What follows belongs to an exercise in optimizing a design on an open flow for small area and a short achievable clock period; a production flow would make more cautious choices. At most, simulation tests tie the RTL to the original design; equivalence was not proved. The RTL of run 1 was laid out without a check of its function. Power figures rest on the tool's default switching activity, not on a simulated workload.

==> flow/design.v (outline; a module is shown in full before it is edited, if it fits) <==
// module mul_R: 519 lines
// module mul_G: 531 lines
// module mul_B: 594 lines
// module mul_R_ct: 45 lines
// module mul_G_ct: 45 lines
// module mul_B_ct: 45 lines
// module add25: 92 lines
// module a1_ct23: 45 lines
// module a2_ct23: 45 lines
// module add8: 25 lines
// module add24: 89 lines
// module RGBtoGray: 323 lines
module RGBtoGray (r, g, b, valid_in, clk, rst, grayout, valid_out);
  // ...
==> flow/flow/run.sh <==
#!/bin/bash
# 1. the standard synthesis (standard.sh synth), unchanged.
# 2. flow/invpush.py: full adders are self-dual, so an fa cell can take complemented inputs and
#    give complemented outputs; it flips fa cells where that needs fewer inverters. Registers,
#    ports and every register's and port's logic function stay as synthesis made them.
set -euo pipefail
R=orfs/results/${FLOW_PLATFORM}/RGBtoGray/base
bash standard.sh SETUP_SLACK_MARGIN=8 'BUFFER_PORTS_ARGS=-buffer_cell sky130_fd_sc_hd__buf_1' synth > synth.log 2>&1
python3 flow/invpush.py $R/1_2_yosys.v $R/1_2_yosys.inv.v > invpush.log 2>&1
mv $R/1_2_yosys.inv.v $R/1_2_yosys.v
rm -f $R/1_synth.odb
bash standard.sh SETUP_SLACK_MARGIN=8 'BUFFER_PORTS_ARGS=-buffer_cell sky130_fd_sc_hd__buf_1' finish > standard_flow.log 2>&1
==> flow/flow/invpush.py <==
#!/usr/bin/env python3
"""Push inverters through full-adder cells in a flat sky130 netlist written by Yosys.
A full adder is self-dual: FA(~a,~b,~c) = (~sum, ~cout). Each fa cell may be flipped to take
complemented inputs and give complemented outputs; the flips are chosen greedily to need the
fewest inverters. The logic function of every net that is a port or a register pin is unchanged.
Usage: invpush.py IN.v OUT.v"""
import re, sys
from collections import defaultdict

src = open(sys.argv[1]).read()
inst_re = re.compile(r'^  (sky130_fd_sc_hd__\w+) (\S+)\s+\((.*?)\n  \);\n', re.S | re.M)
pin_re = re.compile(r'\.(\w+)\(([^()]*)\)')
OUTS = {'X', 'Y', 'Q', 'Q_N', 'SUM', 'COUT', 'HI', 'LO'}
insts = []
for m in inst_re.finditer(src):
    typ, name, body = m.group(1), m.group(2), m.group(3)
    pins = [(p, n.strip()) for p, n in pin_re.findall(body)]
    insts.append(dict(typ=typ, name=name, pins=pins, span=m.span()))
# ports
ports = set()
for m in re.finditer(r'^\s*(input|output)\s+(\[\d+:\d+\])?\s*(\S+);', src, re.M):
    w, n = m.group(2), m.group(3)
    if w:
        hi, lo = map(int, w[1:-1].split(':'))
        for i in range(min(hi, lo), max(hi, lo) + 1): ports.add(f"{n}[{i}]")
    ports.add(n)
def is_inv(t): return re.match(r'sky130_fd_sc_hd__(clk)?inv_\d+$', t) is not None
def is_fa(t): return re.match(r'sky130_fd_sc_hd__fa_\d+$', t) is not None
driver = {}
for k, it in enumerate(insts):
    for p, n in it['pins']:
        if p in OUTS: driver[n] = (k, p)
inv_in = {}
for k, it in enumerate(insts):
    if is_inv(it['typ']):
        d = dict(it['pins']); inv_in[d['Y']] = d['A']
# protected inverters: output is a port
def base(n):
    pol = 0
    seen = 0
    while n in inv_in and n not in ports and seen < 100:
        n = inv_in[n]; pol ^= 1; seen += 1
    return n, pol
removable = set()
for k, it in enumerate(insts):
    if is_inv(it['typ']):
        y = dict(it['pins'])['Y']
        if y not in ports: removable.add(k)
# loads: (inst k, pin p) for input pins of non-removable cells, on net n -> (base, pol)
loads = []
for k, it in enumerate(insts):
    if k in removable: continue
    for p, n in it['pins']:
        if p in OUTS: continue
        if n.startswith("1'") or n == '': continue
        b, pol = base(n)
        loads.append((k, p, b, pol))
fa = [k for k, it in enumerate(insts) if is_fa(it['typ'])
      and not any(p in OUTS and n in ports for p, n in it['pins'])]
flip = defaultdict(int)
def drvflip(b):
    d = driver.get(b)
    return flip[d[0]] if d and is_fa(insts[d[0]]['typ']) else 0
# per base: list of (load k, pol)
byb = defaultdict(list)
for k, p, b, pol in loads: byb[b].append((k, pol))
fa_in = defaultdict(set); fa_out = defaultdict(set)
for k, p, b, pol in loads:
    if is_fa(insts[k]['typ']): fa_in[k].add(b)
for b, (k, p) in driver.items():
    if is_fa(insts[k]['typ']): fa_out[k].add(b)
def cost_b(b):
    av = drvflip(b)
    return 1 if any((pol ^ flip[k]) != av for k, pol in byb[b]) else 0
def local(k):
    return sum(cost_b(b) for b in fa_in[k] | fa_out[k])
before = sum(cost_b(b) for b in byb)
for it_ in range(20):
    changed = 0
    for k in fa:
        c0 = local(k); flip[k] ^= 1; c1 = local(k)
        if c1 < c0: changed += 1
        else: flip[k] ^= 1
    if not changed: break
# then a short deterministic annealing run from the greedy result, keeping the best
import random, math
rng = random.Random(12345)
cur = sum(cost_b(b) for b in byb)
best = cur; best_flip = {k: flip[k] for k in fa}
T = 1.0
steps = 400 * len(fa) if fa else 0
for st in range(steps):
    k = fa[rng.randrange(len(fa))]
    c0 = local(k); flip[k] ^= 1; c1 = local(k)
    dlt = c1 - c0
    if dlt <= 0 or rng.random() < math.exp(-dlt / T):
        cur += dlt
        if cur < best:
            best = cur; best_flip = {k2: flip[k2] for k2 in fa}
    else:
        flip[k] ^= 1
    T = max(0.05, 1.0 * (1 - st / steps))
for k in fa: flip[k] = best_flip[k]
after = sum(cost_b(b) for b in byb)
# rewrite
newinv = {}
cnt = [0]
def inv_net(b):
    if b not in newinv:
        cnt[0] += 1
        newinv[b] = f"_invp{cnt[0]}_"
    return newinv[b]
repl = {}
for k, p, b, pol in loads:
    need = pol ^ flip[k]
    repl[(k, p)] = b if need == drvflip(b) else inv_net(b)
def esc(n):
    return n + ' ' if n.startswith('\\') else n
out = []
pos = 0
for k, it in enumerate(insts):
    s, e = it['span']
    out.append(src[pos:s]); pos = e
    if k in removable: continue
    lines = [f"  {it['typ']} {esc(it['name'])} ("]
    pl = []
    for p, n in it['pins']:
        pl.append(f"    .{p}({esc(repl.get((k, p), n))})")
    lines.append(",\n".join(pl))
    lines.append("  );\n")
    out.append("\n".join(lines))
rest = src[pos:]
extra = []
for b, n in newinv.items():
    extra.append(f"  sky130_fd_sc_hd__inv_1 {n}c (\n    .A({esc(b)}),\n    .Y({n})\n  );\n")
rest = rest.replace("endmodule", "".join(extra) + "endmodule", 1)
out.append(rest)
text = "".join(out)
decl = "".join(f"  wire {n};\n" for n in newinv.values())
text = re.sub(r'(module RGBtoGray\([^)]*\);\n)', lambda m: m.group(1) + decl, text, count=1)
open(sys.argv[2], 'w').write(text)
sys.stderr.write(f"invpush: inverters {len(removable)} -> {len(newinv)} (model {before} -> {after}), flipped {sum(flip[k] for k in fa)} of {len(fa)} fa\n")
==> flow/standard.sh <==
#!/bin/bash
# synth_recipe.tcl (not shown) runs the flow's synth.tcl, then flattens the netlist and writes it again
# the make line also repeats each setting of config.mk as NAME=value (left out here)
make -C /OpenROAD-flow-scripts/flow DESIGN_CONFIG=/design/flow/config.mk WORK_HOME=/design/flow/orfs CLKGATE_MAP_FILE= SYNTH_SCRIPT=/design/flow/synth_recipe.tcl "${@:-finish}"
==> flow/config.mk <==
export PLATFORM = sky130hd
export DESIGN_NAME = RGBtoGray
export DESIGN_NICKNAME = RGBtoGray
export VERILOG_FILES = /design/flow/design.v
export SDC_FILE = /design/flow/constraint.sdc
export NUM_CORES = 4
export LEC_CHECK = 0
export ABC_AREA = 1
export CAP_MARGIN = 20
export CORE_MARGIN = 2
export CORE_UTILIZATION = 60
export CTS_BUF_LIST = sky130_fd_sc_hd__clkbuf_8
export CTS_CLUSTER_DIAMETER = 50
export CTS_CLUSTER_SIZE = 16
export PLACE_DENSITY = 0.8
export SLEW_MARGIN = 20
==> flow/constraint.sdc <==
create_clock -name core_clock -period 12.0 [get_ports {clk}]
set_input_delay 2.4000 -clock core_clock [delete_from_list [all_inputs] [get_ports {clk}]]
set_output_delay 2.4000 -clock core_clock [all_outputs]
set_load 0.01 [all_outputs]
==> impl_results.md, run 1 <==
* Sequential cell area share at a little over a third
* Post-Synthesis Cells at a little under 5k
* Switch share at 44.0%
* Logic inverters at ~550
* Synth warn at 1
* Met1 WL at between 40000 and 50000 um
* Initial Util at between 60% and 70%
* Max_cap viols at 0
* Status: no timing/DRC/antenna violations
* Hold_ws at approximately 320 ps
* Total grt overflow at 0
* Clock Sinks at roughly 860
* Final design utilization at about two thirds
* Final min period at about 3900 ps
* Gpl congestion at 0.969
* Crit path launch type: register
* Met3 Usage GRT at approximately 4.6%
* CTS Buf Count at 90
* Initial antenna violation count at 5
* Syn nets at approximately 5.6k
* Reg2reg start: g_q1[11]
* Cts repair resizes at 18
* Multi-input gate share of total cell area at a little over 50%
* Dpl ws at 7660 ps
* Area growth from synthesis to layout at 8.39%
* Wire per inst at ~17 um
* Final setup margin at 8140 ps
* Setup Skew at around 43 ps
* Share of cells above drive strength 1 at roughly 6.3%
* Worst hold path endpoint: eB2_q6[4]
* Gr busiest metal: met2
* Design area at 48800 um^2
* CP required at 12630 ps
* Largest cell class: multi-input gates
==> module RGBtoGray, before the edit <==
module RGBtoGray (r, g, b, valid_in, clk, rst, grayout, valid_out);
  input [31:0] r, g, b;
  input valid_in, clk, rst;
  output [31:0] grayout;
  output valid_out;
  reg [31:0] r_q1;
  always @(posedge clk) r_q1 <= r;
  reg [31:0] g_q1;
  always @(posedge clk) g_q1 <= g;
  reg [31:0] b_q1;
  always @(posedge clk) b_q1 <= b;
  wire [24:0] haR, hbR; wire clR;
  mul_R umR(.f(r_q1[22:0]), .ha(haR), .hb(hbR), .cl(clR));
  wire [0:0] hR = (r_q1[22:0] >= 23'd5639165);
  wire [7:0] eR = r_q1[30:23] + 8'd254 + {7'd0, hR};
  wire [0:0] sR = r_q1[31];
  wire [0:0] ziR = (r_q1[30:23] == 8'd0);
  wire [24:0] haG, hbG; wire clG;
  mul_G umG(.f(g_q1[22:0]), .ha(haG), .hb(hbG), .cl(clG));
  wire [0:0] hG = (g_q1[22:0] >= 23'd5902036);
  wire [7:0] eG = g_q1[30:23] + 8'd255 + {7'd0, hG};
  wire [0:0] sG = g_q1[31];
  wire [0:0] ziG = (g_q1[30:23] == 8'd0);
  wire [24:0] haB, hbB; wire clB;
  mul_B umB(.f(b_q1[22:0]), .ha(haB), .hb(hbB), .cl(clB));
  wire [0:0] hB = (b_q1[22:0] >= 23'd809428);
  wire [7:0] eB = b_q1[30:23] + 8'd252 + {7'd0, hB};
  wire [0:0] sB = b_q1[31];
  wire [0:0] ziB = (b_q1[30:23] == 8'd0);
  wire [0:0] zR = ziR | (eR == 8'd0);
  wire [0:0] zG = ziG | (eG == 8'd0);
  reg [24:0] haR_q2;
  always @(posedge clk) haR_q2 <= haR;
  reg [24:0] hbR_q2;
  always @(posedge clk) hbR_q2 <= hbR;
  reg [0:0] clR_q2;
  always @(posedge clk) clR_q2 <= clR;
  reg [0:0] hR_q2;
  always @(posedge clk) hR_q2 <= hR;
  reg [7:0] eR_q2;
  always @(posedge clk) eR_q2 <= eR;
  reg [0:0] sR_q2;
  always @(posedge clk) sR_q2 <= sR;
  reg [24:0] haG_q2;
  always @(posedge clk) haG_q2 <= haG;
  reg [24:0] hbG_q2;
  always @(posedge clk) hbG_q2 <= hbG;
  reg [0:0] clG_q2;
  always @(posedge clk) clG_q2 <= clG;
  reg [0:0] hG_q2;
  always @(posedge clk) hG_q2 <= hG;
  reg [7:0] eG_q2;
  always @(posedge clk) eG_q2 <= eG;
  reg [0:0] sG_q2;
  always @(posedge clk) sG_q2 <= sG;
  reg [24:0] haB_q2;
  always @(posedge clk) haB_q2 <= haB;
  reg [24:0] hbB_q2;
  always @(posedge clk) hbB_q2 <= hbB;
  reg [0:0] clB_q2;
  always @(posedge clk) clB_q2 <= clB;
  reg [0:0] hB_q2;
  always @(posedge clk) hB_q2 <= hB;
  reg [7:0] eB_q2;
  always @(posedge clk) eB_q2 <= eB;
  reg [0:0] sB_q2;
  always @(posedge clk) sB_q2 <= sB;
  reg [0:0] ziB_q2;
  always @(posedge clk) ziB_q2 <= ziB;
  reg [0:0] zR_q2;
  always @(posedge clk) zR_q2 <= zR;
  reg [0:0] zG_q2;
  always @(posedge clk) zG_q2 <= zG;
  wire [7:0] a1_dxy, a1_dyx; wire a1_cxy, a1_cyx;
  add8 a1_usxy(.a(eG_q2), .b(~eR_q2), .ci(1'b1), .s(a1_dxy), .co(a1_cxy));
  add8 a1_usyx(.a(eR_q2), .b(~eG_q2), .ci(1'b1), .s(a1_dyx), .co(a1_cyx));
  wire [0:0] a1_exlt = ~a1_cxy;
  wire [0:0] a1_eq = a1_cxy & a1_cyx;
  wire [7:0] a1_d = ~a1_cxy ? a1_dyx : a1_dxy;
  wire [24:0] pR; wire pcR;
  add25 uadR(.a(haR_q2), .b(hbR_q2), .ci(clR_q2), .s(pR), .co(pcR));
  wire [22:0] fR = hR_q2 ? pR[23:1] : pR[22:0];
  wire [24:0] pG; wire pcG;
  add25 uadG(.a(haG_q2), .b(hbG_q2), .ci(clG_q2), .s(pG), .co(pcG));
  wire [22:0] fG = hG_q2 ? pG[23:1] : pG[22:0];
  wire [24:0] pB; wire pcB;
  add25 uadB(.a(haB_q2), .b(hbB_q2), .ci(clB_q2), .s(pB), .co(pcB));
  wire [22:0] fB = hB_q2 ? pB[23:1] : pB[22:0];
  wire [0:0] sB2 = ziB_q2 ? 1'b0 : sB_q2;
  wire [7:0] eB2 = ziB_q2 ? 8'd0 : eB_q2;
  wire [22:0] fB2 = ziB_q2 ? 23'd0 : fB;
  reg [0:0] sR_q3;
  always @(posedge clk) sR_q3 <= sR_q2;
  reg [7:0] eR_q3;
  always @(posedge clk) eR_q3 <= eR_q2;
  reg [22:0] fR_q3;
  always @(posedge clk) fR_q3 <= fR;
  reg [0:0] zR_q3;
  always @(posedge clk) zR_q3 <= zR_q2;
  reg [0:0] sG_q3;
  always @(posedge clk) sG_q3 <= sG_q2;
  reg [7:0] eG_q3;
  always @(posedge clk) eG_q3 <= eG_q2;
  reg [22:0] fG_q3;
  always @(posedge clk) fG_q3 <= fG;
  reg [0:0] zG_q3;
  always @(posedge clk) zG_q3 <= zG_q2;
  reg [0:0] sB2_q3;
  always @(posedge clk) sB2_q3 <= sB2;
  reg [7:0] eB2_q3;
  always @(posedge clk) eB2_q3 <= eB2;
  reg [22:0] fB2_q3;
  always @(posedge clk) fB2_q3 <= fB2;
  reg [7:0] a1_d_q3;
  always @(posedge clk) a1_d_q3 <= a1_d;
  reg [0:0] a1_exlt_q3;
  always @(posedge clk) a1_exlt_q3 <= a1_exlt;
  reg [0:0] a1_eq_q3;
  always @(posedge clk) a1_eq_q3 <= a1_eq;
  wire [0:0] a1_sely = ~zR_q3 & (zG_q3 | a1_exlt_q3);
  wire [7:0] a1_el = a1_sely ? eR_q3 : eG_q3;
  wire [22:0] a1_flE = a1_sely ? fR_q3 : fG_q3;
  wire [22:0] a1_fsE = a1_sely ? fG_q3 : fR_q3;
  wire [0:0] a1_nz = ~zG_q3 & ~zR_q3;
  wire [0:0] a1_zxy = zG_q3 & zR_q3;
  wire a1_fxge;
  a1_ct23 a1_ucmp(.a(fG_q3), .b(~fR_q3), .ci(1'b1), .co(a1_fxge));
  wire [0:0] a1_swm = a1_nz & a1_eq_q3 & ~a1_fxge;
  wire [0:0] a1_sl = (a1_sely | a1_swm) ? sR_q3 : sG_q3;
  wire [0:0] a1_sub = sG_q3 ^ sR_q3;
  wire [0:0] a1_kill = zG_q3 | zR_q3 | (a1_d_q3[7:5] != 3'd0) | (a1_d_q3[4:3] == 2'b11);
  wire [23:0] a1_a0 = {1'b1, a1_fsE};
  wire [23:0] a1_a1 = a1_d_q3[0] ? {1'b0, a1_a0[23:1]} : a1_a0;
  wire [23:0] a1_a2 = a1_d_q3[1] ? {2'b0, a1_a1[23:2]} : a1_a1;
  wire [23:0] a1_a3 = a1_d_q3[2] ? {4'b0, a1_a2[23:4]} : a1_a2;
  wire [23:0] a1_a4 = a1_d_q3[3] ? {8'b0, a1_a3[23:8]} : a1_a3;
  wire [23:0] a1_a5 = a1_d_q3[4] ? {16'b0, a1_a4[23:16]} : a1_a4;
  wire [23:0] a1_msE = a1_kill ? 24'd0 : a1_a5;
  wire [22:0] a1_fl = a1_swm ? a1_msE[22:0] : a1_flE;
  wire [23:0] a1_ms = a1_swm ? {1'b1, a1_flE} : a1_msE;
  reg [7:0] a1_el_q4;
  always @(posedge clk) a1_el_q4 <= a1_el;
  reg [22:0] a1_fl_q4;
  always @(posedge clk) a1_fl_q4 <= a1_fl;
  reg [23:0] a1_ms_q4;
  always @(posedge clk) a1_ms_q4 <= a1_ms;
  reg [0:0] a1_sl_q4;
  always @(posedge clk) a1_sl_q4 <= a1_sl;
  reg [0:0] a1_sub_q4;
  always @(posedge clk) a1_sub_q4 <= a1_sub;
  reg [0:0] a1_zxy_q4;
  always @(posedge clk) a1_zxy_q4 <= a1_zxy;
  reg [0:0] a1_nz_q4;
  always @(posedge clk) a1_nz_q4 <= a1_nz;
  reg [0:0] sB2_q4;
  always @(posedge clk) sB2_q4 <= sB2_q3;
  reg [7:0] eB2_q4;
  always @(posedge clk) eB2_q4 <= eB2_q3;
  reg [22:0] fB2_q4;
  always @(posedge clk) fB2_q4 <= fB2_q3;
  wire [23:0] a1_ma; wire a1_mc;
  add24 a1_uadd(.a({1'b1, a1_fl_q4}), .b(a1_ms_q4 ^ {24{a1_sub_q4}}), .ci(a1_sub_q4), .s(a1_ma), .co(a1_mc));
  wire [24:0] a1_m = {a1_mc & ~a1_sub_q4, a1_ma};
  reg [7:0] a1_el_q5;
  always @(posedge clk) a1_el_q5 <= a1_el_q4;
  reg [24:0] a1_m_q5;
  always @(posedge clk) a1_m_q5 <= a1_m;
  reg [0:0] a1_sl_q5;
  always @(posedge clk) a1_sl_q5 <= a1_sl_q4;
  reg [0:0] a1_zxy_q5;
  always @(posedge clk) a1_zxy_q5 <= a1_zxy_q4;
  reg [0:0] a1_nz_q5;
  always @(posedge clk) a1_nz_q5 <= a1_nz_q4;
  reg [0:0] sB2_q5;
  always @(posedge clk) sB2_q5 <= sB2_q4;
  reg [7:0] eB2_q5;
  always @(posedge clk) eB2_q5 <= eB2_q4;
  reg [22:0] fB2_q5;
  always @(posedge clk) fB2_q5 <= fB2_q4;
  wire [23:0] a1_n0 = a1_m_q5[23:0];
  wire a1_z16 = (a1_n0[23:8] == 16'd0);
  wire [23:0] a1_n1 = a1_z16 ? {a1_n0[7:0], 16'd0} : a1_n0;
  wire a1_z8 = (a1_n1[23:16] == 8'd0);
  wire [23:0] a1_n2 = a1_z8 ? {a1_n1[15:0], 8'd0} : a1_n1;
  wire a1_z4 = (a1_n2[23:20] == 4'd0);
  wire [23:0] a1_n3 = a1_z4 ? {a1_n2[19:0], 4'd0} : a1_n2;
  wire a1_z2 = (a1_n3[23:22] == 2'd0);
  wire [23:0] a1_n4 = a1_z2 ? {a1_n3[21:0], 2'd0} : a1_n3;
  wire a1_z1 = ~a1_n4[23];
  wire [23:0] a1_n5 = a1_z1 ? {a1_n4[22:0], 1'b0} : a1_n4;
  wire [0:0] a1_mz = ~a1_m_q5[24] & ~a1_n4[23] & ~a1_n4[22];
  wire [22:0] a1_fo = a1_m_q5[24] ? a1_m_q5[23:1] : a1_n5[22:0];
  wire [5:0] a1_lzn = {a1_m_q5[24], ~a1_z16, ~a1_z8, ~a1_z4, ~a1_z2, ~a1_z1};
  reg [7:0] a1_el_q6;
  always @(posedge clk) a1_el_q6 <= a1_el_q5;
  reg [5:0] a1_lzn_q6;
  always @(posedge clk) a1_lzn_q6 <= a1_lzn;
  reg [22:0] a1_fo_q6;
  always @(posedge clk) a1_fo_q6 <= a1_fo;
  reg [0:0] a1_mz_q6;
  always @(posedge clk) a1_mz_q6 <= a1_mz;
  reg [0:0] a1_sl_q6;
  always @(posedge clk) a1_sl_q6 <= a1_sl_q5;
  reg [0:0] a1_zxy_q6;
  always @(posedge clk) a1_zxy_q6 <= a1_zxy_q5;
  reg [0:0] a1_nz_q6;
  always @(posedge clk) a1_nz_q6 <= a1_nz_q5;
  reg [0:0] sB2_q6;
  always @(posedge clk) sB2_q6 <= sB2_q5;
  reg [7:0] eB2_q6;
  always @(posedge clk) eB2_q6 <= eB2_q5;
  reg [22:0] fB2_q6;
  always @(posedge clk) fB2_q6 <= fB2_q5;
  wire [7:0] a1_eadd; wire a1_eco;
  add8 a1_uexp(.a(a1_el_q6), .b(a1_lzn_q6[5] ? 8'd0 : {3'b111, a1_lzn_q6[4:0]}), .ci(1'b1), .s(a1_eadd), .co(a1_eco));
  wire [7:0] a1_eo = a1_mz_q6 ? 8'd0 : a1_eadd;
  wire [0:0] a1_so = a1_mz_q6 ? 1'b0 : a1_sl_q6;
  wire [22:0] a1_fo2 = a1_fo_q6;
  wire [0:0] a1_zo = a1_zxy_q6 | (a1_nz_q6 & (a1_eo == 8'd0));
  wire [7:0] a2_dxy, a2_dyx; wire a2_cxy, a2_cyx;
  add8 a2_usxy(.a(eB2_q6), .b(~a1_eo), .ci(1'b1), .s(a2_dxy), .co(a2_cxy));
  add8 a2_usyx(.a(a1_eo), .b(~eB2_q6), .ci(1'b1), .s(a2_dyx), .co(a2_cyx));
  wire [0:0] a2_exlt = ~a2_cxy;
  wire [0:0] a2_eq = a2_cxy & a2_cyx;
  wire [7:0] a2_d = ~a2_cxy ? a2_dyx : a2_dxy;
  reg [0:0] a1_so_q7;
  always @(posedge clk) a1_so_q7 <= a1_so;
  reg [7:0] a1_eo_q7;
  always @(posedge clk) a1_eo_q7 <= a1_eo;
  reg [22:0] a1_fo2_q7;
  always @(posedge clk) a1_fo2_q7 <= a1_fo2;
  reg [0:0] a1_zo_q7;
  always @(posedge clk) a1_zo_q7 <= a1_zo;
  reg [0:0] sB2_q7;
  always @(posedge clk) sB2_q7 <= sB2_q6;
  reg [7:0] eB2_q7;
  always @(posedge clk) eB2_q7 <= eB2_q6;
  reg [22:0] fB2_q7;
  always @(posedge clk) fB2_q7 <= fB2_q6;
  reg [7:0] a2_d_q7;
  always @(posedge clk) a2_d_q7 <= a2_d;
  reg [0:0] a2_exlt_q7;
  always @(posedge clk) a2_exlt_q7 <= a2_exlt;
  reg [0:0] a2_eq_q7;
  always @(posedge clk) a2_eq_q7 <= a2_eq;
  wire [0:0] zBx = (eB2_q7 == 8'd0);
  wire [0:0] a2_sely = ~a1_zo_q7 & (zBx | a2_exlt_q7);
  wire [7:0] a2_el = a2_sely ? a1_eo_q7 : eB2_q7;
  wire [22:0] a2_flE = a2_sely ? a1_fo2_q7 : fB2_q7;
  wire [22:0] a2_fsE = a2_sely ? fB2_q7 : a1_fo2_q7;
  wire [0:0] a2_nz = ~zBx & ~a1_zo_q7;
  wire [0:0] a2_zxy = zBx & a1_zo_q7;
  wire a2_fxge;
  a2_ct23 a2_ucmp(.a(fB2_q7), .b(~a1_fo2_q7), .ci(1'b1), .co(a2_fxge));
  wire [0:0] a2_swm = a2_nz & a2_eq_q7 & ~a2_fxge;
  wire [0:0] a2_sl = (a2_sely | a2_swm) ? a1_so_q7 : sB2_q7;
  wire [0:0] a2_sub = sB2_q7 ^ a1_so_q7;
  wire [0:0] a2_kill = zBx | a1_zo_q7 | (a2_d_q7[7:5] != 3'd0) | (a2_d_q7[4:3] == 2'b11);
  wire [23:0] a2_a0 = {1'b1, a2_fsE};
  wire [23:0] a2_a1 = a2_d_q7[0] ? {1'b0, a2_a0[23:1]} : a2_a0;
  wire [23:0] a2_a2 = a2_d_q7[1] ? {2'b0, a2_a1[23:2]} : a2_a1;
  wire [23:0] a2_a3 = a2_d_q7[2] ? {4'b0, a2_a2[23:4]} : a2_a2;
  wire [23:0] a2_a4 = a2_d_q7[3] ? {8'b0, a2_a3[23:8]} : a2_a3;
  wire [23:0] a2_a5 = a2_d_q7[4] ? {16'b0, a2_a4[23:16]} : a2_a4;
  wire [23:0] a2_msE = a2_kill ? 24'd0 : a2_a5;
  wire [22:0] a2_fl = a2_swm ? a2_msE[22:0] : a2_flE;
  wire [23:0] a2_ms = a2_swm ? {1'b1, a2_flE} : a2_msE;
  reg [7:0] a2_el_q8;
  always @(posedge clk) a2_el_q8 <= a2_el;
  reg [22:0] a2_fl_q8;
  always @(posedge clk) a2_fl_q8 <= a2_fl;
  reg [23:0] a2_ms_q8;
  always @(posedge clk) a2_ms_q8 <= a2_ms;
  reg [0:0] a2_sl_q8;
  always @(posedge clk) a2_sl_q8 <= a2_sl;
  reg [0:0] a2_sub_q8;
  always @(posedge clk) a2_sub_q8 <= a2_sub;
  wire [23:0] a2_ma; wire a2_mc;
  add24 a2_uadd(.a({1'b1, a2_fl_q8}), .b(a2_ms_q8 ^ {24{a2_sub_q8}}), .ci(a2_sub_q8), .s(a2_ma), .co(a2_mc));
  wire [24:0] a2_m = {a2_mc & ~a2_sub_q8, a2_ma};
  reg [7:0] a2_el_q9;
  always @(posedge clk) a2_el_q9 <= a2_el_q8;
  reg [24:0] a2_m_q9;
  always @(posedge clk) a2_m_q9 <= a2_m;
  reg [0:0] a2_sl_q9;
  always @(posedge clk) a2_sl_q9 <= a2_sl_q8;
  wire [23:0] a2_n0 = a2_m_q9[23:0];
  wire a2_z16 = (a2_n0[23:8] == 16'd0);
  wire [23:0] a2_n1 = a2_z16 ? {a2_n0[7:0], 16'd0} : a2_n0;
  wire a2_z8 = (a2_n1[23:16] == 8'd0);
  wire [23:0] a2_n2 = a2_z8 ? {a2_n1[15:0], 8'd0} : a2_n1;
  wire a2_z4 = (a2_n2[23:20] == 4'd0);
  wire [23:0] a2_n3 = a2_z4 ? {a2_n2[19:0], 4'd0} : a2_n2;
  wire a2_z2 = (a2_n3[23:22] == 2'd0);
  wire [23:0] a2_n4 = a2_z2 ? {a2_n3[21:0], 2'd0} : a2_n3;
  wire a2_z1 = ~a2_n4[23];
  wire [23:0] a2_n5 = a2_z1 ? {a2_n4[22:0], 1'b0} : a2_n4;
  wire [0:0] a2_mz = ~a2_m_q9[24] & ~a2_n4[23] & ~a2_n4[22];
  wire [22:0] a2_fo = a2_m_q9[24] ? a2_m_q9[23:1] : a2_n5[22:0];
  wire [5:0] a2_lzn = {a2_m_q9[24], ~a2_z16, ~a2_z8, ~a2_z4, ~a2_z2, ~a2_z1};
  reg [7:0] a2_el_q10;
  always @(posedge clk) a2_el_q10 <= a2_el_q9;
  reg [5:0] a2_lzn_q10;
  always @(posedge clk) a2_lzn_q10 <= a2_lzn;
  reg [22:0] a2_fo_q10;
  always @(posedge clk) a2_fo_q10 <= a2_fo;
  reg [0:0] a2_mz_q10;
  always @(posedge clk) a2_mz_q10 <= a2_mz;
  reg [0:0] a2_sl_q10;
  always @(posedge clk) a2_sl_q10 <= a2_sl_q9;
  wire [7:0] a2_eadd; wire a2_eco;
  add8 a2_uexp(.a(a2_el_q10), .b(a2_lzn_q10[5] ? 8'd0 : {3'b111, a2_lzn_q10[4:0]}), .ci(1'b1), .s(a2_eadd), .co(a2_eco));
  wire [7:0] a2_eo = a2_mz_q10 ? 8'd0 : a2_eadd;
  wire [0:0] a2_so = a2_mz_q10 ? 1'b0 : a2_sl_q10;
  wire [22:0] a2_fo2 = a2_fo_q10;
  wire [31:0] gout = {a2_so, a2_eo, a2_fo2};
  reg [31:0] gout_q11;
  always @(posedge clk) gout_q11 <= gout;
  assign grayout = gout_q11;
  reg [10:0] vp;
  always @(posedge clk) vp <= rst ? 11'd0 : {vp[9:0], valid_in};
  assign valid_out = vp[10];
endmodule
==> run 2, diff against run 1 <==
--- a/flow/design.v
+++ b/flow/design.v
@@ -2211,8 +2211,8 @@
   wire [23:0] a1_a4 = a1_d_q3[3] ? {8'b0, a1_a3[23:8]} : a1_a3;
   wire [23:0] a1_a5 = a1_d_q3[4] ? {16'b0, a1_a4[23:16]} : a1_a4;
   wire [23:0] a1_msE = a1_kill ? 24'd0 : a1_a5;
-  wire [22:0] a1_fl = a1_swm ? a1_msE[22:0] : a1_flE;
-  wire [23:0] a1_ms = a1_swm ? {1'b1, a1_flE} : a1_msE;
+  wire [22:0] a1_fl = a1_flE;
+  wire [23:0] a1_ms = a1_msE;
   reg [7:0] a1_el_q4;
   always @(posedge clk) a1_el_q4 <= a1_el;
   reg [22:0] a1_fl_q4;
@@ -2227,6 +2227,8 @@
   always @(posedge clk) a1_zxy_q4 <= a1_zxy;
   reg [0:0] a1_nz_q4;
   always @(posedge clk) a1_nz_q4 <= a1_nz;
+  reg [0:0] a1_swm_q4;
+  always @(posedge clk) a1_swm_q4 <= a1_swm;
   reg [0:0] sB2_q4;
   always @(posedge clk) sB2_q4 <= sB2_q3;
   reg [7:0] eB2_q4;
@@ -2234,7 +2236,7 @@
   reg [22:0] fB2_q4;
   always @(posedge clk) fB2_q4 <= fB2_q3;
   wire [23:0] a1_ma; wire a1_mc;
-  add24 a1_uadd(.a({1'b1, a1_fl_q4}), .b(a1_ms_q4 ^ {24{a1_sub_q4}}), .ci(a1_sub_q4), .s(a1_ma), .co(a1_mc));
+  add24 a1_uadd(.a({1'b1, a1_fl_q4}), .b(a1_ms_q4 ^ {24{a1_sub_q4}}), .ci(a1_sub_q4 & ~a1_swm_q4), .s(a1_ma), .co(a1_mc));
   wire [24:0] a1_m = {a1_mc & ~a1_sub_q4, a1_ma};
   reg [7:0] a1_el_q5;
   always @(posedge clk) a1_el_q5 <= a1_el_q4;
@@ -2246,13 +2248,15 @@
   always @(posedge clk) a1_zxy_q5 <= a1_zxy_q4;
   reg [0:0] a1_nz_q5;
   always @(posedge clk) a1_nz_q5 <= a1_nz_q4;
+  reg [0:0] a1_swm_q5;
+  always @(posedge clk) a1_swm_q5 <= a1_swm_q4;
   reg [0:0] sB2_q5;
   always @(posedge clk) sB2_q5 <= sB2_q4;
   reg [7:0] eB2_q5;
   always @(posedge clk) eB2_q5 <= eB2_q4;
   reg [22:0] fB2_q5;
   always @(posedge clk) fB2_q5 <= fB2_q4;
-  wire [23:0] a1_n0 = a1_m_q5[23:0];
+  wire [23:0] a1_n0 = a1_m_q5[23:0] ^ {24{a1_swm_q5}};
   wire a1_z16 = (a1_n0[23:8] == 16'd0);
   wire [23:0] a1_n1 = a1_z16 ? {a1_n0[7:0], 16'd0} : a1_n0;
   wire a1_z8 = (a1_n1[23:16] == 8'd0);
@@ -2338,8 +2342,8 @@
   wire [23:0] a2_a4 = a2_d_q7[3] ? {8'b0, a2_a3[23:8]} : a2_a3;
   wire [23:0] a2_a5 = a2_d_q7[4] ? {16'b0, a2_a4[23:16]} : a2_a4;
   wire [23:0] a2_msE = a2_kill ? 24'd0 : a2_a5;
-  wire [22:0] a2_fl = a2_swm ? a2_msE[22:0] : a2_flE;
-  wire [23:0] a2_ms = a2_swm ? {1'b1, a2_flE} : a2_msE;
+  wire [22:0] a2_fl = a2_flE;
+  wire [23:0] a2_ms = a2_msE;
   reg [7:0] a2_el_q8;
   always @(posedge clk) a2_el_q8 <= a2_el;
   reg [22:0] a2_fl_q8;
@@ -2350,8 +2354,10 @@
   always @(posedge clk) a2_sl_q8 <= a2_sl;
   reg [0:0] a2_sub_q8;
   always @(posedge clk) a2_sub_q8 <= a2_sub;
+  reg [0:0] a2_swm_q8;
+  always @(posedge clk) a2_swm_q8 <= a2_swm;
   wire [23:0] a2_ma; wire a2_mc;
-  add24 a2_uadd(.a({1'b1, a2_fl_q8}), .b(a2_ms_q8 ^ {24{a2_sub_q8}}), .ci(a2_sub_q8), .s(a2_ma), .co(a2_mc));
+  add24 a2_uadd(.a({1'b1, a2_fl_q8}), .b(a2_ms_q8 ^ {24{a2_sub_q8}}), .ci(a2_sub_q8 & ~a2_swm_q8), .s(a2_ma), .co(a2_mc));
   wire [24:0] a2_m = {a2_mc & ~a2_sub_q8, a2_ma};
   reg [7:0] a2_el_q9;
   always @(posedge clk) a2_el_q9 <= a2_el_q8;
@@ -2359,7 +2365,9 @@
   always @(posedge clk) a2_m_q9 <= a2_m;
   reg [0:0] a2_sl_q9;
   always @(posedge clk) a2_sl_q9 <= a2_sl_q8;
-  wire [23:0] a2_n0 = a2_m_q9[23:0];
+  reg [0:0] a2_swm_q9;
+  always @(posedge clk) a2_swm_q9 <= a2_swm_q8;
+  wire [23:0] a2_n0 = a2_m_q9[23:0] ^ {24{a2_swm_q9}};
   wire a2_z16 = (a2_n0[23:8] == 16'd0);
   wire [23:0] a2_n1 = a2_z16 ? {a2_n0[7:0], 16'd0} : a2_n0;
   wire a2_z8 = (a2_n1[23:16] == 8'd0);
==> impl_results.md, run 2 <==
* Syn avg cell area at 9.52 um^2 (was 9.36 um^2)
* Largest net degree at the start of global routing at 97 (was 99)
* Most frequent cells in the layout: nand2_1, dfxtp_1, inv_1 (unchanged)
* Start point of the critical path: b_q1[11] (was g_q1[11])
* Reg clk slew, reported paths at 90 ps (about the same)
* Peak supply drop at 0.147 mV (was 0.163 mV)
* Post-route ant nets at 0 (unchanged)
* First-pass GRT wire length at 157000 um (was 161000 um)
* CP max stage delay at 600 ps (was 720 ps)
* Critical Path, Cell by Cell: clkinvlp_4 > fa_1 > fa_1 > fa_1 > fa_1 > nor2_1 > nor2_1 > o21ai_0 > a21oi_1 > a211oi_1 > o31ai_1 > a21o_1 (was inv_1 > fa_1 > fa_1 > fa_1 > fa_1 > nor2_1 > inv_1 > o211ai_1 > a2bb2oi_1 > nand3_1 > a21o_1)
* CTS Buf Count at 86 (was 90)
* Crit path max fanout at 5 (was 8)
* Area growth from synthesis to layout at 8.49% (was 8.39%)
* PwrDens at 279 nW/um^2 (was 276 nW/um^2)
* Most common cell after layout, fill and taps aside: nand2_1 (unchanged)
* Initial antenna violation count at 2 (was 5)
* Status: no timing/DRC/antenna violations (unchanged)
* Final setup vio count at 0 (unchanged)
* Total grt overflow at 0 (unchanged)
* All-Layer GR Usage at 25.7% (was 26.0%)
* Reg2reg setup slack at 8060 ps (was 8140 ps)
* Slowest cell on crit path: dfxtp_1 (unchanged)
* Hold Violations, Final at 0 (unchanged)
* Critical Path End: clB_q2 (was clG_q2)
* DRC viols at 0 (unchanged)
* Wire per inst at 16.7 um (was 16.5 um)
* Row count at 99 (was 100)
* FMAX at 0.254 GHz (was 0.259 GHz)
* Post-route insts no fill at 5856 (was 5990)
* Final min period at 3940 ps (was 3860 ps)
* # H-tree levels at 3 (unchanged)
* Worst setup EP type: register (unchanged)
* TNS Setup at 0 ps (unchanged)
* Setup Skew at 42.6 ps (was 42.9 ps)
* Placement Cell Area at 45700 um^2 (was 46300 um^2)
* Crit path top cell by count: fa_1 (unchanged)
* Design area at 48300 um^2 (was 48800 um^2)
* Port Buffers at 131 (unchanged)
* Hold path start: fB2_q4[10] (was eB2_q5[4])
* Die Area at 76400 um^2 (was 77300 um^2)
* Die Y at 276 um (was 278 um)
* Crit path launch type: register (unchanged)
* Reg2reg start: b_q1[11] (was g_q1[11])
* Synthesized area at 44500 um^2 (was 45100 um^2)
* Clock Sinks at 860 (was 856)
* DP HPWL at 74900 um (was 77100 um)
* Hold_ws at 312 ps (was 318 ps)
* RSZ-0062 raised after global routing: false (was true)
* Final Net Count at 5668 (was 5782)
* Worst reg-to-reg path cell count at 12 (was 11)
* Worst skew pair latency at 720 ps (was 730 ps)
* Final slew viol count at 0 (unchanged)
* Reg-to-Reg End: clB_q2 (was clG_q2)
* Slew margin rel. at 43.6% (was 35.1%)
* CTS Root Cell: clkbuf_8 (unchanged)
* Post-Synthesis Cells at 4677 (was 4814)
* Max_cap viols at 0 (unchanged)
* Placed Cells at 5656 (was 5787)
* Synth warn at 1 (unchanged)
* CORE AREA at 73200 um^2 (was 74400 um^2)
* Initial DRC Count at 2188 (was 2340)
* Clk buf depth at 3 (unchanged)
* Fillers at 5561 (was 5823)
* Syn nets at 5510 (was 5645)
* Gpl congestion at 0.948 (was 0.969)
* Number of iterations in the first detailed-routing pass at 8 (was 6)
* # hold bufs at CTS at 0 (unchanged)
* Die width at 276 um (was 278 um)
* Crit path kind: register to register (unchanged)
* Top-Level Pins at 132 (unchanged)
* Via-per-instance ratio at 5.31 (was 5.32)
* Crit share post-route at 32.8% (was 32.2%)
* Initial Util at 60.8% (was 60.5%)
* Leakage at 22.4 nW (was 22.6 nW)
* Worst Max-Slew Pin Slew at 844 ps (was 972 ps)
* TritonCTS clock tree: yes (unchanged)
* CP required at 12610 ps (was 12630 ps)
* Vias in the first global route at 31.3k (was 31.6k)
* Share of cells above drive strength 1 at 6.78% (was 6.28%)
* Worst EP arrival at 4550 ps (was 4490 ps)
* DRT Wirelength at 97600 um (was 99000 um)
* Hold WC Path Type: register to register (unchanged)
* Vias post-DR at 31.1k (was 31.8k)
==> run 2: metal layers <==
| layer | global-route usage (%) | vias to the layer above | share of wire (%) |
|---|---|---|---|
| met2 | 42.9 | 1053 | 47 |
| met3 | 5.04 | 304 | 6.3 |
| li1 | - | 15000 | - |
| met4 | 10.7 | 2 | 4.5 |
| met1 | 32.8 | 14700 | 42 |
| met5 | 0 | - | 0.012 |
==> run 2: critical path, delay by kind of cell, from the launching register on <==
kind / cells / cell delay (ps)
buffers and inverters: 1 / 270
AO/OA/AOI/OAI: 5 / 730
flip-flops: 1 / 600
AND/OR/NAND/NOR: 2 / 270
adder cells (fa/ha/maj): 4 / 1970
==> run 2: cell type report <==
class	instances	area, um^2	area share (%)
Multi-Input combinational cell	3127	24700	51.2
Sequential cell	860	17300	35.8
Inverter	573	2210	4.59
Clock buffer	94	1290	2.68
Tap cell	959	1200	2.48
Timing Repair Buffer	187	922	1.91
Clock inverter	55	648	1.34
Antenna cell	1	2.50	0.00518
==> run 2: stage by stage <==
step                      setup WS (ps)  power [mW]  util [%]
final                              8060        13.5      66.0
after global routing               7920        14.7      66.0
after CTS                          8020        13.4      65.3
after detailed placement           7360        11.3      62.5
after global placement             7240        11.0      62.5
after floorplan                    8200        9.55         -
==> run 2: timing repair <==
action                                 CTS  global route
endpoints found under the hold margin    0             0
pin swaps                                0             7
resized for setup                       32            52
cloned                                   0             3
setup endpoints to repair               55            66
setup buffers                            4            43
==> run 2: power by group <==
part           internal [mW]  switching [mW]
registers               3.96           0.676
logic                   2.61            4.21
clock network          0.914            1.08
==> run 2: how the worst min path moves through the flow <==
stage                   end  slack, ps  cells after the start
2_1_floorplan   a1_el_q5[0]        310                      0
3_3_place_gp      fB2_q4[0]        310                      0
3_5_place_dp   a1_fo2_q7[8]        310                      0
4_1_cts          fB2_q7[13]        310                      0
5_1_grt         a1_el_q5[2]        320                      0
6_report         fB2_q5[10]        310                      0
==> run 3, diff against run 2 <==
==> flow/flow/run.sh (replaced) <==
#!/bin/bash
# 1. the standard synthesis (standard.sh synth), unchanged.
# 2. flow/invpush.py: full adders are self-dual, so an fa cell can take complemented inputs and
#    give complemented outputs; it flips fa cells where that needs fewer inverters. Registers,
#    ports and every register's and port's logic function stay as synthesis made them.
set -euo pipefail
R=orfs/results/${FLOW_PLATFORM}/RGBtoGray/base
bash standard.sh SETUP_SLACK_MARGIN=8.75 'BUFFER_PORTS_ARGS=-buffer_cell sky130_fd_sc_hd__buf_1' synth > synth.log 2>&1
python3 flow/invpush.py $R/1_2_yosys.v $R/1_2_yosys.inv.v > invpush.log 2>&1
mv $R/1_2_yosys.inv.v $R/1_2_yosys.v
rm -f $R/1_synth.odb
bash standard.sh SETUP_SLACK_MARGIN=8.75 'BUFFER_PORTS_ARGS=-buffer_cell sky130_fd_sc_hd__buf_1' finish > standard_flow.log 2>&1
==> impl_results.md, run 3 <==
* Initial Util at 60.8% (unchanged)
* Gpl congestion at 0.964 (was 0.948)
* Worst EP arrival at 4250 ps (was 4550 ps)
* Initial DRC Count at 2726 (was 2188)
* DRT Wirelength at 114000 um (was 97600 um)
* Most frequent cells in the layout: nand2_1, dfxtp_1, inv_1 (unchanged)
* DRC viols at 0 (unchanged)
* Reg clk slew, reported paths at 90 ps (about the same)
* Initial antenna violation count at 1 (was 2)
* Reg2reg setup slack at 8370 ps (was 8060 ps)
* Vias post-DR at 33.7k (was 31.1k)
* Synthesized area at 44500 um^2 (unchanged)
* # hold bufs at CTS at 0 (unchanged)
* Final Power at 15.4 mW (was 13.5 mW)
* Hold Violations, Final at 0 (unchanged)
* Crit path top cell by count: fa_1 (unchanged)
* Hold WC Path Type: register to register (unchanged)
* Total grt overflow at 0 (unchanged)
* CP max stage delay at 570 ps (was 600 ps)
* Slowest cell on crit path: fa_1 (was dfxtp_1)
* Most common cell after layout, fill and taps aside: nand2_1 (unchanged)
* Die Area at 76400 um^2 (unchanged)
* Syn nets at 5510 (unchanged)
* Worst setup EP type: register (unchanged)
* Setup Skew at 39.2 ps (was 42.6 ps)
* Sequential Area at 17500 um^2 (was 17300 um^2)
* Crit path max-delay family: adder cells (unchanged)
* TNS Setup at 0 ps (unchanged)
* Syn avg cell area at 9.52 um^2 (unchanged)
* Critical Path, Cell by Cell: inv_8 > fa_1 > fa_1 > fa_1 > fa_1 > inv_2 > nand2_2 > o21ai_2 > nor3_2 > a311oi_1 > a21boi_2 > o31ai_2 > a21o_1 (was clkinvlp_4 > fa_1 > fa_1 > fa_1 > fa_1 > nor2_1 > nor2_1 > o21ai_0 > a21oi_1 > a211oi_1 > o31ai_1 > a21o_1)
* CP required at 12620 ps (was 12610 ps)
* First-pass GRT wire length at 167000 um (was 157000 um)
* Int Pwr at 8.40 mW (was 7.49 mW)
* Final Net Count at 5931 (was 5668)
* Port Buffers at 131 (unchanged)
* Die width at 276 um (unchanged)
* Combined area of the multi-input logic cells at 26600 um^2 (was 24700 um^2)
* CTS Root Cell: clkbuf_8 (unchanged)
* Slew margin rel. at 42.7% (was 43.6%)
* Post-route ant nets at 0 (unchanged)
* Post-Synthesis Cells at 4677 (unchanged)
* RSZ-0062 raised after global routing: true (was false)
* Die Y at 276 um (unchanged)
* Final min period at 3630 ps (was 3940 ps)
* Top-Level Pins at 132 (unchanged)
* Peak supply drop at 0.158 mV (was 0.147 mV)
* Crit share post-route at 30.3% (was 32.8%)
* Share of cells above drive strength 1 at 20.6% (was 6.78%)
* # H-tree levels at 3 (unchanged)
* Final setup margin at 8370 ps (was 8060 ps)
* PwrDens at 292 nW/um^2 (was 279 nW/um^2)
* Area growth from synthesis to layout at 18.5% (was 8.49%)
* Switch share at 45.5% (was 44.4%)
* Status: no timing/DRC/antenna violations (unchanged)
* Clk buf depth at 3 (unchanged)
* Row count at 99 (unchanged)
* Logic gate share of total power at 56.9% (was 50.7%)
* Final setup vio count at 0 (unchanged)
* Part of the power in registers at 30.2% (was 34.5%)
* Synth warn at 1 (unchanged)
* TritonCTS clock tree: yes (unchanged)
* CORE AREA at 73200 um^2 (unchanged)
* Crit path launch type: register (unchanged)
* FMAX at 0.275 GHz (was 0.254 GHz)
* CTS Buf Count at 87 (was 86)
* Number of iterations in the first detailed-routing pass at 6 (was 8)
* Wire per inst at 18.7 um (was 16.7 um)
* Clock Sinks at 860 (unchanged)
* Leakage at 24.0 nW (was 22.4 nW)
* Dpl ws at 7730 ps (was 7360 ps)
* Sw Pwr at 7.00 mW (was 5.97 mW)
* DP HPWL at 75600 um (was 74900 um)
* All-Layer GR Usage at 27.3% (was 25.7%)
* Crit path kind: register to register (unchanged)
* Largest net degree at the start of global routing at 103 (was 97)
* Crit path max fanout at 7 (was 5)
* Clock Power Share at 12.9% (was 14.8%)
* Via-per-instance ratio at 5.50 (was 5.31)
* Buf/Inv on CP at 2 (was 1)
* Worst Max-Slew Pin Slew at 859 ps (was 844 ps)
* Worst skew pair latency at 740 ps (was 720 ps)
* Max_cap viols at 0 (unchanged)
* Final slew viol count at 0 (unchanged)
* Fillers at 4866 (was 5561)
* Vias in the first global route at 32.7k (was 31.3k)
-- run 3: cell types whose count changed in the layout (fill, tap and decap cells not counted), sizes merged, moves of 9 or more --
cell,delta
clkinvlp,+24
buf,+238
nand2,+9
inv,-20
nor2,+11
-- run 3: routing by layer --
| metal | wire [um] | vias to the layer above | track usage [%] |
|---|---|---|---|
| li1 | - | 15600 | - |
| met1 | 43500 | 16000 | 33.9 |
| met2 | 55500 | 1565 | 46.7 |
| met3 | 8230 | 524 | 5.05 |
| met4 | 7070 | 0 | 12.0 |
| met5 | 0 | - | 0 |
-- run 3: worst reg2reg max path, cell delays in order (launching register included) --
cell,delay (ps)
dfxtp_4,400
inv_8,70
fa_1,510
fa_1,570
fa_1,430
fa_1,480
inv_2,90
nand2_2,70
o21ai_2,90
nor3_2,70
a311oi_1,250
a21boi_2,240
o31ai_2,90
a21o_1,170
-- run 3: layout make-up --
class	instances	share of cell area, %
clock inverter	56	1.17
clock buffer	93	2.43
tap	959	2.27
sequential	860	33.1
inverter	573	4.48
antenna	1	0.00474
multi-input combinational	3149	50.4
timing repair buffer	427	6.12
-- run 3: through the flow --
stage / cells / area [um^2] / utilization (%) / hold slack [ps]
final: 6118 / 52800 / 72.1 / 307
after global routing: 6118 / 52800 / 72.1 / 319
after CTS: 5932 / 49600 / 67.7 / 310
after detailed placement: 5657 / 45900 / 62.7 / 312
after global placement: 5657 / 45900 / 62.7 / 310
after floorplan: 4677 / 44700 / - / 310
-- run 3: worst paths after layout --
check	start	endpoint	depth (start not counted)
worst min register to register	a2_fo_q10[8]	gout_q11[8]	0
worst max-delay path	b_q1[4]	clB_q2	13
worst min-delay path	a2_fo_q10[8]	gout_q11[8]	0
worst max register to register	b_q1[4]	clB_q2	13
-- run 3: repair_timing --
action	in CTS	in global routing
setup buffers	118	162
pin swaps	73	228
cloned	8	23
endpoints found under the setup margin	189	177
resized for setup	269	454
-- run 3: power by group through the flow --
stage          combinational, mW  sequential, mW  clock [mW]
6_report                    8.76            4.65        1.98
3_5_place_dp                6.63            4.71           0
2_1_floorplan               5.20            4.40           0
4_1_cts                     7.27            4.63        2.01
3_3_place_gp                6.41            4.68           0
5_1_grt                     9.70            4.75        2.13
==> run 4, diff against run 3 <==
==> flow/flow/run.sh (replaced) <==
#!/bin/bash
# 1. the standard synthesis (standard.sh synth), unchanged.
# 2. flow/invpush.py: full adders are self-dual, so an fa cell can take complemented inputs and
#    give complemented outputs; it flips fa cells where that needs fewer inverters. Registers,
#    ports and every register's and port's logic function stay as synthesis made them.
set -euo pipefail
R=orfs/results/${FLOW_PLATFORM}/RGBtoGray/base
bash standard.sh SETUP_SLACK_MARGIN=8.5 'BUFFER_PORTS_ARGS=-buffer_cell sky130_fd_sc_hd__buf_1' synth > synth.log 2>&1
python3 flow/invpush.py $R/1_2_yosys.v $R/1_2_yosys.inv.v > invpush.log 2>&1
mv $R/1_2_yosys.inv.v $R/1_2_yosys.v
rm -f $R/1_synth.odb
bash standard.sh SETUP_SLACK_MARGIN=8.5 'BUFFER_PORTS_ARGS=-buffer_cell sky130_fd_sc_hd__buf_1' finish > standard_flow.log 2>&1
--- a/flow/config.mk
+++ b/flow/config.mk
@@ -8,9 +8,9 @@
 export ABC_AREA = 1
 export CAP_MARGIN = 20
 export CORE_MARGIN = 2
-export CORE_UTILIZATION = 60
+export CORE_UTILIZATION = 70
 export CTS_BUF_LIST = sky130_fd_sc_hd__clkbuf_8
 export CTS_CLUSTER_DIAMETER = 50
 export CTS_CLUSTER_SIZE = 16
-export PLACE_DENSITY = 0.8
+export PLACE_DENSITY = 0.88
 export SLEW_MARGIN = 20
==> impl_results.md, run 4 <==
* Syn avg cell area at 9.52 um^2 (unchanged)
* CTS Root Cell: clkbuf_8 (unchanged)
* Hold WC Path Type: register to register (unchanged)
* Number of cells on the worst hold path at 0 (unchanged)
* Initial DRC Count at 4261 (was 2726)
* Largest net degree at the start of global routing at 103 (unchanged)
* Crit path launch type: register (unchanged)
* Row count at 92 (was 99)
* # H-tree levels at 3 (unchanged)
* Total grt overflow at 0 (unchanged)
* Max_cap viols at 0 (unchanged)
* Most common cell after layout, fill and taps aside: nand2_1 (unchanged)
* Final setup vio count at 0 (unchanged)
* Worst skew pair latency at 770 ps (was 740 ps)
* PwrDens at 297 nW/um^2 (was 292 nW/um^2)
* Wire per inst at 22.3 um (was 18.7 um)
* Hold Violations, Final at 0 (unchanged)
* Reg2reg setup slack at 8180 ps (was 8370 ps)
* All-Layer GR Usage at 35.8% (was 27.3%)
* Most frequent cells in the layout: nand2_1, dfxtp_1, inv_1 (unchanged)
* Vias in the first global route at 34.4k (was 32.7k)
* First-pass GRT wire length at 183000 um (was 167000 um)
* DRC viols at 0 (unchanged)
* Final min period at 3820 ps (was 3630 ps)
* Vias post-DR at 35.4k (was 33.7k)
* Die Area at 65600 um^2 (was 76400 um^2)
* Worst hold path endpoint: a1_fo2_q7[7] (was gout_q11[8])
* CP required at 12660 ps (was 12620 ps)
* Reg clk slew, reported paths at 100 ps (was 90 ps)
* Share of cells above drive strength 1 at 14.0% (was 20.6%)
* Final setup margin at 8180 ps (was 8370 ps)
* Hold path start: a1_fo_q6[7] (was a2_fo_q10[8])
* Reg-to-Reg End: clG_q2 (was clB_q2)
* Syn nets at 5510 (unchanged)
* Slew margin rel. at 39.9% (was 42.7%)
* Final Net Count at 5814 (was 5931)
* Synth warn at 1 (unchanged)
* DRT Wirelength at 131000 um (was 114000 um)
* Die Y at 256 um (was 276 um)
* TritonCTS clock tree: yes (unchanged)
* Worst setup EP type: register (unchanged)
* Via-per-instance ratio at 6.02 (was 5.50)
* Peak supply drop at 0.219 mV (was 0.158 mV)
* Clk buf depth at 3 (unchanged)
* DP HPWL at 78800 um (was 75600 um)
* Port Buffers at 131 (unchanged)
* Setup Skew at 57.3 ps (was 39.2 ps)
* Gpl congestion at 0.998 (was 0.964)
* TNS Setup at 0 ps (unchanged)
* Crit path kind: register to register (unchanged)
* Synthesized area at 44500 um^2 (unchanged)
* Post-route ant nets at 0 (unchanged)
* Fillers at 3594 (was 4866)
* Number of iterations in the first detailed-routing pass at 10 (was 6)
* CTS Buf Count at 81 (was 87)
* Worst reg-to-reg path cell count at 11 (was 13)
* Crit share post-route at 31.9% (was 30.3%)
* Initial Util at 70.7% (was 60.8%)
* Worst EP arrival at 4490 ps (was 4250 ps)
* Die width at 256 um (was 276 um)
* Reg2reg start: g_q1[10] (was b_q1[4])
* CORE AREA at 63000 um^2 (was 73200 um^2)
* Initial antenna violation count at 2 (was 1)
* FMAX at 0.262 GHz (was 0.275 GHz)
* Top-Level Pins at 132 (unchanged)
* Crit path max fanout at 3 (was 7)
* Post-Synthesis Cells at 4677 (unchanged)
* Status: no timing/DRC/antenna violations (unchanged)
* Worst Max-Slew Pin Slew at 901 ps (was 859 ps)
* Leakage at 23.0 nW (was 24.0 nW)
* Area growth from synthesis to layout at 12.7% (was 18.5%)
* Clock Sinks at 860 (unchanged)
* RSZ-0062 raised after global routing: true (unchanged)
* Final slew viol count at 0 (unchanged)
* Dpl ws at 7380 ps (was 7730 ps)
[run 4: changes by cell type in the layout (fill, tap and decap cells not counted), sizes merged, moves of 2 or more]
cell and change:
bufinv +2, nand2 -5, buf -99, nor2 -6
clkinvlp +15, bufbuf -2, clkinv -7, inv -17
clkbuf -9
[run 4: worst max path at each step]
stage	slack, ps	endpoint	depth (start not counted)	from
after floorplan	8430	a2_m_q9[17]	19	a2_sub_q8
after global placement	7300	a2_fo_q10[7]	20	a2_swm_q9
after detailed placement	7380	a2_fo_q10[0]	18	a2_swm_q9
after CTS	8380	grayout[30]	1	gout_q11[30]
after global routing	8130	fB2_q3[20]	16	haB_q2[0]
final	8180	clG_q2	11	g_q1[10]
[run 4: worst max-delay path: stages, from the launching register on]
cell and delay, ps:
dfxtp_4 380, clkinvlp_4 270, fa_1 570, fa_1 600, fa_1 460, fa_1 530
buf_4 180, nand2_1 100, o21ai_1 100, a31oi_2 230, o21ai_4 120, a21o_1 170
[run 4: per-layer routing]
layer / vias up / global-route usage, % / part of all wire (%)
li1: 15300 / - / -
met5: - / 0 / 0.019
met4: 4 / 21.6 / 8.7
met3: 1038 / 8.41 / 11
met2: 2660 / 60.2 / 46
met1: 16400 / 41.7 / 34
[run 4: repair_timing]
item | in CTS | in global routing
buffers inserted | 87 | 99
gates cloned | 4 | 12
endpoints found under the hold margin | 0 | 0
hold buffers | 0 | 0
gates resized for setup | 236 | 189
pin swaps | 24 | 78
endpoints found under the setup margin | 173 | 167
[run 4: area by class of cell]
type                            count  area (um^2)  area share, %
Sequential cell                   860        17400           34.8
Inverter                          573         2360           4.70
Multi-Input combinational cell   3139        25500           50.7
Timing Repair Buffer              326         2140           4.26
Clock inverter                     49          567           1.13
Antenna cell                        2         5.00        0.00997
Tap cell                          846         1060           2.11
Clock buffer                       84         1160           2.30
[run 4: metrics by stage]
stage                     instance area [um^2]  hold slack [ps]  cells  power [mW]  util, %
after floorplan                          44500              310   4677        9.55        -
final                                    50200              302   5879        14.9     79.7
after global routing                     50200              321   5877        15.8     79.7
after detailed placement                 45600              312   5542        11.4     72.4
after CTS                                48600              290   5766        13.6     77.2
after global placement                   45600              310   5542        11.0     72.4
[run 4: report_power, final]
part	switching, mW	total (mW)	internal (mW)
sequential	0.706	4.67	3.96
combinational	5.16	8.29	3.13
clock	1.09	1.92	0.828
total	6.96	14.9	7.92
==> run 5, diff against run 4 <==
--- a/flow/config.mk
+++ b/flow/config.mk
@@ -8,9 +8,9 @@
 export ABC_AREA = 1
 export CAP_MARGIN = 20
 export CORE_MARGIN = 2
-export CORE_UTILIZATION = 70
+export CORE_UTILIZATION = 60
 export CTS_BUF_LIST = sky130_fd_sc_hd__clkbuf_8
 export CTS_CLUSTER_DIAMETER = 50
 export CTS_CLUSTER_SIZE = 16
-export PLACE_DENSITY = 0.88
+export PLACE_DENSITY = 0.8
 export SLEW_MARGIN = 20
==> impl_results.md, run 5 <==
* Status: no timing/DRC/antenna violations (unchanged)
* Fillers at 5281 (was 3594)
* Reg2reg start: b_q1[13] (was g_q1[10])
* RSZ-0062 raised after global routing: true (unchanged)
* Worst reg-to-reg path cell count at 12 (was 11)
* All-Layer GR Usage at 26.8% (was 35.8%)
* Reg-to-Reg End: clB_q2 (was clG_q2)
* Post-Synthesis Cells at 4677 (unchanged)
* TNS Setup at 0 ps (unchanged)
* Dpl ws at 7740 ps (was 7380 ps)
* Most frequent cells in the layout: nand2_1, dfxtp_1, inv_1 (unchanged)
* Clk buf depth at 3 (unchanged)
* Final setup vio count at 0 (unchanged)
* Start point of the critical path: b_q1[13] (was g_q1[10])
* Crit share post-route at 30.0% (was 31.9%)
* Slew margin rel. at 38.9% (was 39.9%)
* CTS Buf Count at 86 (was 81)
* Worst setup EP type: register (unchanged)
* Worst skew pair latency at 730 ps (was 770 ps)
* DRC viols at 0 (unchanged)
* Critical Path, Cell by Cell: clkinvlp_4 > fa_1 > fa_1 > fa_1 > fa_1 > nor2_2 > nor2_1 > o21ai_2 > a21oi_2 > a211oi_2 > o31ai_2 > a21o_1 (was clkinvlp_4 > fa_1 > fa_1 > fa_1 > fa_1 > buf_4 > nand2_1 > o21ai_1 > a31oi_2 > o21ai_4 > a21o_1)
* Number of iterations in the first detailed-routing pass at 9 (was 10)
* Die width at 276 um (was 256 um)
* Top-Level Pins at 132 (unchanged)
* TritonCTS clock tree: yes (unchanged)
* Most common cell after layout, fill and taps aside: nand2_1 (unchanged)
* First-pass GRT wire length at 164000 um (was 183000 um)
* DP HPWL at 75800 um (was 78800 um)
* Die Y at 276 um (was 256 um)
* # H-tree levels at 3 (unchanged)
* Post-route ant nets at 0 (unchanged)
* Syn nets at 5510 (unchanged)
* CORE AREA at 73200 um^2 (was 63000 um^2)
* CP required at 12610 ps (was 12660 ps)
* Setup Skew at 39.4 ps (was 57.3 ps)
* Synth warn at 1 (unchanged)
* Max_cap viols at 0 (unchanged)
* Row count at 99 (was 92)
* Worst EP arrival at 4210 ps (was 4490 ps)
* Final slew viol count at 0 (unchanged)
* Share of cells above drive strength 1 at 13.7% (was 14.0%)
* FMAX at 0.277 GHz (was 0.262 GHz)
* Reg clk slew, reported paths at 90 ps (was 100 ps)
* Synthesized area at 44500 um^2 (unchanged)
* Placed Cells at 5659 (was 5542)
* Total grt overflow at 0 (unchanged)
* Port Buffers at 131 (unchanged)
* Post-route insts no fill at 5992 (was 5879)
* CP max stage delay at 530 ps (was 600 ps)
* Die Area at 76400 um^2 (was 65600 um^2)
* Hold WC Path Type: register to register (unchanged)
* Crit path kind: register to register (unchanged)
* Peak supply drop at 0.156 mV (was 0.219 mV)
* Initial DRC Count at 2565 (was 4261)
* Final min period at 3610 ps (was 3820 ps)
* Critical Path End: clB_q2 (was clG_q2)
* Clock Sinks at 860 (unchanged)
* Worst Max-Slew Pin Slew at 908 ps (was 901 ps)
* Crit path launch type: register (unchanged)
* Vias post-DR at 32.3k (was 35.4k)
* Reg2reg setup slack at 8390 ps (was 8180 ps)
* Syn avg cell area at 9.52 um^2 (unchanged)
* Initial antenna violation count at 1 (was 2)
* Wire per inst at 17.5 um (was 22.3 um)
* Gpl congestion at 0.984 (was 0.998)
* Slowest cell on crit path: fa_1 (unchanged)
* PwrDens at 282 nW/um^2 (was 297 nW/um^2)
* DRT Wirelength at 105000 um (was 131000 um)
* Via-per-instance ratio at 5.39 (was 6.02)
* Final Net Count at 5804 (was 5814)
* Area growth from synthesis to layout at 13.2% (was 12.7%)
* Hold Violations, Final at 0 (unchanged)
* Largest net degree at the start of global routing at 97 (was 103)
* Crit path max fanout at 2 (was 3)
* Initial Util at 60.8% (was 70.7%)
* Final setup margin at 8390 ps (was 8180 ps)
* Crit path top cell by count: fa_1 (unchanged)
* CTS Root Cell: clkbuf_8 (unchanged)
* Vias in the first global route at 32.2k (was 34.4k)
* Leakage at 23.1 nW (was 23.0 nW)
==> run 5: worst max-delay path, delay by kind of cell (launching register included) <==
| family | cells | cell delay (ps) |
|---|---|---|
| and+or+nand+nor | 2 | 250 |
| DFF | 1 | 400 |
| AOI/OAI and AO/OA | 5 | 610 |
| buffers and inverters | 1 | 110 |
| adders and majority gates | 4 | 2110 |
==> run 5: final cells by class <==
type / instances / area, um^2 / area share (%)
Clock inverter: 55 / 611 / 1.21
Clock buffer: 94 / 1290 / 2.57
Tap cell: 959 / 1200 / 2.38
Inverter: 573 / 2330 / 4.62
Timing Repair Buffer: 315 / 2120 / 4.21
Sequential cell: 860 / 17400 / 34.6
Multi-Input combinational cell: 3135 / 25400 / 50.4
Antenna cell: 1 / 2.50 / 0.00497
==> run 5: metal layers <==
metal	GRT usage, %	vias to the layer above	share of wire [%]
met5	0	-	0
met4	12.2	0	5.0
met3	5.43	400	7.4
met2	45.2	1314	48
met1	33.3	15300	39
li1	-	15300	-
==> run 5: how the worst min path moves through the flow <==
stage | from | cells past startpoint | end | slack, ps
after global routing | fB2_q5[6] | 0 | fB2_q6[6] | 310
final | fB2_q6[0] | 0 | fB2_q7[0] | 310
after floorplan | a1_el_q4[0] | 0 | a1_el_q5[0] | 310
after CTS | fB2_q5[6] | 0 | fB2_q6[6] | 310
after global placement | fB2_q5[21] | 0 | fB2_q6[21] | 310
after detailed placement | a1_sl_q5 | 0 | a1_sl_q6 | 310
==> run 5: metrics by stage <==
stage | power [mW] | cell area [um^2] | utilization, % | hold WS, ps
after floorplan | 9.55 | 44500 | - | 310
after global placement | 11.1 | 45800 | 62.5 | 310
after detailed placement | 11.3 | 45800 | 62.5 | 312
after CTS | 13.5 | 48700 | 66.6 | 308
after global routing | 15.4 | 50400 | 68.8 | 313
final | 14.2 | 50400 | 68.8 | 313
==> run 5: repair_timing <==
item	CTS	global route
buffers inserted	68	101
gates cloned	3	11
hold buffers	0	0
pin swaps	14	85
resized for setup	205	206
setup endpoints to repair	148	150
==> run 5: where the power goes <==
part           total, mW  internal [mW]  leakage [nW]  switching [mW]
Combinational       7.60           3.02          14.9            4.58
Clock               1.96          0.857         0.971            1.10
Sequential          4.63           3.96          7.24           0.664
Total               14.2           7.84          23.1            6.34

port drivers added, routing unchanged:
The results above use ideal ports. As a check the final layouts listed here were re-extracted and re-timed, cells and wires unchanged.
Step 1, drivers: a clkbuf_16 drives clk and a buf_2 each remaining input, both assumed.
Step 2 adds t to the input delays and takes it off the output delays; t is the mean of the earliest and latest rising clock arrival at the registers after step 1. Input paths then give back, and output paths get back, about the clock's delay inside the block.
Slacks: no drivers / after step 1 / after step 2; pairs: no drivers / after step 1.
run | t (ns) | setup slack, ns | worst setup path after step 2 | latest minus earliest clock arrival (ns) | worst register clock-pin slew, ns
run 1 | 0.772 | 8.136 / 8.136 / 8.136 | register to register | 0.047 / 0.047 | 0.10 / 0.10
run 2 | 0.762 | 8.060 / 8.060 / 8.060 | register to register | 0.049 / 0.050 | 0.10 / 0.10
run 3 | 0.778 | 8.368 / 8.357 / 8.368 | register to register | 0.055 / 0.055 | 0.10 / 0.10
run 4 | 0.808 | 8.176 / 8.176 / 8.176 | register to register | 0.071 / 0.070 | 0.10 / 0.10
run 5 | 0.768 | 8.394 / 8.377 / 8.394 | register to register | 0.046 / 0.045 | 0.10 / 0.10
After both steps setup and hold are still met in every run listed.
